From an optimization exercise on the open Yosys and OpenROAD flow, aimed at small area and a short achievable clock period; shortcuts taken in it are not production practice. Where RTL was checked, it was by simulation tests only, not by an equivalence proof against the original. Power is estimated from default activity; no workload was simulated.

P:
## queue
module queue(clk,rst,datain,rw,dataout,full,empty);
  input clk,rst,rw;
  input [7:0] datain;
  output reg full, empty;
  output reg [7:0] dataout;
  reg [15:0] wcol, wrow;     
  reg [15:0] rcol, rrow;     
  wire push = rw & ~full;
  wire pop  = ~rw & ~empty;
  wire [15:0] wcol_n = {wcol[14:0], wcol[15]};
  wire [15:0] wrow_n = wcol[15] ? {wrow[14:0], wrow[15]} : wrow;
  wire [15:0] rcol_n = {rcol[14:0], rcol[15]};
  wire [15:0] rrow_n = rcol[15] ? {rrow[14:0], rrow[15]} : rrow;
  wire last_out = (|(rcol_n & wcol)) & (|(rrow_n & wrow));
  wire last_in  = (|(wcol_n & rcol)) & (|(wrow_n & rrow));
  wire [15:0] wcol_en = wcol & {16{~full}};
  reg [7:0] mem [0:255];
  genvar i, r;
  generate
    for (i = 0; i < 256; i = i + 1) begin : g_mem
      always @(posedge clk)
        if (wrow[i/16] & wcol_en[i%16])
          mem[i] <= datain;
    end
  endgenerate
  wire [7:0] rowdata [0:15];
  generate
    for (r = 0; r < 16; r = r + 1) begin : g_row
      integer c;
      reg [7:0] acc;
      always @* begin
        acc = 8'd0;
        for (c = 0; c < 16; c = c + 1)
          acc = acc | (mem[r*16+c] & {8{rcol[c]}});
      end
      assign rowdata[r] = acc;
    end
  endgenerate
  reg [7:0] rdata;
  integer k;
  always @* begin
    rdata = 8'd0;
    for (k = 0; k < 16; k = k + 1)
      rdata = rdata | (rowdata[k] & {8{rrow[k]}});
  end
  always @(posedge clk) begin
    if (rst) begin
      wcol <= 16'd1;
      wrow <= 16'd1;
      rcol <= 16'd1;
      rrow <= 16'd1;
      full <= 1'b0;
      empty <= 1'b1;
      dataout <= 8'd0;
    end else begin
      if (push) begin
        wcol <= wcol_n;
        wrow <= wrow_n;
        empty <= 1'b0;
        full <= last_in;
      end
      if (pop) begin
        rcol <= rcol_n;
        rrow <= rrow_n;
        full <= 1'b0;
        empty <= last_out;
        dataout <= rdata;
      end
    end
  end
endmodule
==> module queue, before the edit <==
module queue(clk,rst,datain,rw,dataout,full,empty);
  input clk,rst,rw;
  input [7:0] datain;
  output reg full, empty;
  output reg [7:0] dataout;
  reg [15:0] wcol, wrow;     
  reg [15:0] rcol, rrow;     
  wire push = rw & ~full;
  wire pop  = ~rw & ~empty;
  wire [15:0] wcol_n = {wcol[14:0], wcol[15]};
  wire [15:0] wrow_n = wcol[15] ? {wrow[14:0], wrow[15]} : wrow;
  wire [15:0] rcol_n = {rcol[14:0], rcol[15]};
  wire [15:0] rrow_n = rcol[15] ? {rrow[14:0], rrow[15]} : rrow;
  wire last_out = (|(rcol_n & wcol)) & (|(rrow_n & wrow));
  wire last_in  = (|(wcol_n & rcol)) & (|(wrow_n & rrow));
  wire [15:0] wcol_en = wcol & {16{~full}};
  reg [7:0] mem [0:255];
  genvar i, r;
  generate
    for (i = 0; i < 256; i = i + 1) begin : g_mem
      always @(posedge clk)
        if (wrow[i/16] & wcol_en[i%16])
          mem[i] <= datain;
    end
  endgenerate
  wire [7:0] rowdata [0:15];
  generate
    for (r = 0; r < 16; r = r + 1) begin : g_row
      integer c;
      reg [7:0] acc;
      always @* begin
        acc = 8'd0;
        for (c = 0; c < 16; c = c + 1)
          acc = acc | (mem[r*16+c] & {8{rcol[c]}});
      end
      assign rowdata[r] = acc;
    end
  endgenerate
  reg [7:0] rdata;
  integer k;
  always @* begin
    rdata = 8'd0;
    for (k = 0; k < 16; k = k + 1)
      rdata = rdata | (rowdata[k] & {8{rrow[k]}});
  end
  always @(posedge clk) begin
    if (rst) begin
      wcol <= 16'd1;
      wrow <= 16'd1;
      rcol <= 16'd1;
      rrow <= 16'd1;
      full <= 1'b0;
      empty <= 1'b1;
      dataout <= 8'd0;
    end else begin
      if (push) begin
        wcol <= wcol_n;
        wrow <= wrow_n;
        empty <= 1'b0;
        full <= last_in;
      end
      if (pop) begin
        rcol <= rcol_n;
        rrow <= rrow_n;
        full <= 1'b0;
        empty <= last_out;
        dataout <= rdata;
      end
    end
  end
endmodule
Settings: LEC_CHECK=0, CAP_MARGIN=20, CORE_MARGIN=2, CORE_UTILIZATION=55, CTS_CLUSTER_DIAMETER=100, CTS_CLUSTER_SIZE=24, SETUP_SLACK_MARGIN=3.5, SLEW_MARGIN=20; clock period 6.0 ns.
run.sh (not shown) runs the stock make flow with config.mk's settings and CLKGATE_MAP_FILE= SYNTH_SCRIPT=/design/flow/synth_recipe.tcl, a recipe that flattens the netlist after the stock synthesis.
For R, these inputs were changed with respect to P:
-- flow/design.v --
<<< P, line 6
  reg [15:0] wcol, wrow;     
  reg [15:0] rcol, rrow;     
  wire push = rw & ~full;
  wire pop  = ~rw & ~empty;
  wire [15:0] wcol_n = {wcol[14:0], wcol[15]};
  wire [15:0] wrow_n = wcol[15] ? {wrow[14:0], wrow[15]} : wrow;
>>> R, line 6
  reg [15:0] wcol, wrow;     
  reg [15:0] rcol, rrow;     
  reg nfull, nempty;         
  wire push = rw & nfull;
  wire pop  = ~rw & nempty;
  wire [15:0] wcol_n = {wcol[14:0], wcol[15]};
  wire [15:0] wrow_n = wcol[15] ? {wrow[14:0], wrow[15]} : wrow;
<<< P, line 14
  wire last_out = (|(rcol_n & wcol)) & (|(rrow_n & wrow));
  wire last_in  = (|(wcol_n & rcol)) & (|(wrow_n & rrow));
  wire [15:0] wcol_en = wcol & {16{~full}};
  reg [7:0] mem [0:255];
  genvar i, r;
>>> R, line 15
  wire last_out = (|(rcol_n & wcol)) & (|(rrow_n & wrow));
  wire last_in  = (|(wcol_n & rcol)) & (|(wrow_n & rrow));
  wire [15:0] wcol_en = wcol & {16{nfull}};
  reg [7:0] mem [0:255];
  genvar i, r;
<<< P, line 52
      full <= 1'b0;
      empty <= 1'b1;
      dataout <= 8'd0;
    end else begin
>>> R, line 53
      full <= 1'b0;
      empty <= 1'b1;
      nfull <= 1'b1;
      nempty <= 1'b0;
      dataout <= 8'd0;
    end else begin
<<< P, line 59
        empty <= 1'b0;
        full <= last_in;
      end
      if (pop) begin
>>> R, line 62
        empty <= 1'b0;
        full <= last_in;
        nempty <= 1'b1;
        nfull <= ~last_in;
      end
      if (pop) begin
<<< P, line 65
        full <= 1'b0;
        empty <= last_out;
        dataout <= rdata;
      end
>>> R, line 70
        full <= 1'b0;
        empty <= last_out;
        nfull <= 1'b1;
        nempty <= ~last_out;
        dataout <= rdata;
      end
## What came out
- Clock distribution power, R and P, higher one = R.
- Compared with P, R degrades setup slack.
- R — share of the cycle needed by the critical path after routing 5.9 points higher, P as reference
- Design area, R and P: larger value in P
- Changes observed in R relative to P: total combinational power decreased about 10%, clock network power share increased 0.4 points, number of synthesized register bits essentially unchanged, proportion of final cell area spent on non-clock buffers decreased 0.59 points.
No functional check of the RTL was part of R.

what the ideal ports hide:
In the flow no input, the clock included, has a driving cell. The finished layouts below were timed again as built, in two steps.
Step 1: set_driving_cell puts a clkbuf_16 on clk and a buf_2 on each other input, an assumption about the parent block.
Step 2 also shifts input and output timing later by t, the mid clock arrival at the registers, as if the neighbouring blocks saw the same clock.
Three values: no drivers, after step 1, after step 2; two values: the first two.
run	t (ns)	setup slack, ns	worst slew at a driven data input, ns
P	0.824	3.372 / 3.372 / 2.728	0.09
R	0.817	3.020 / 3.020 / 2.628	0.13
After both steps setup and hold are still met in every run listed. The setup slack of P, which loses most, moves by 0.000 ns with the drivers and by -0.644 ns with both steps.
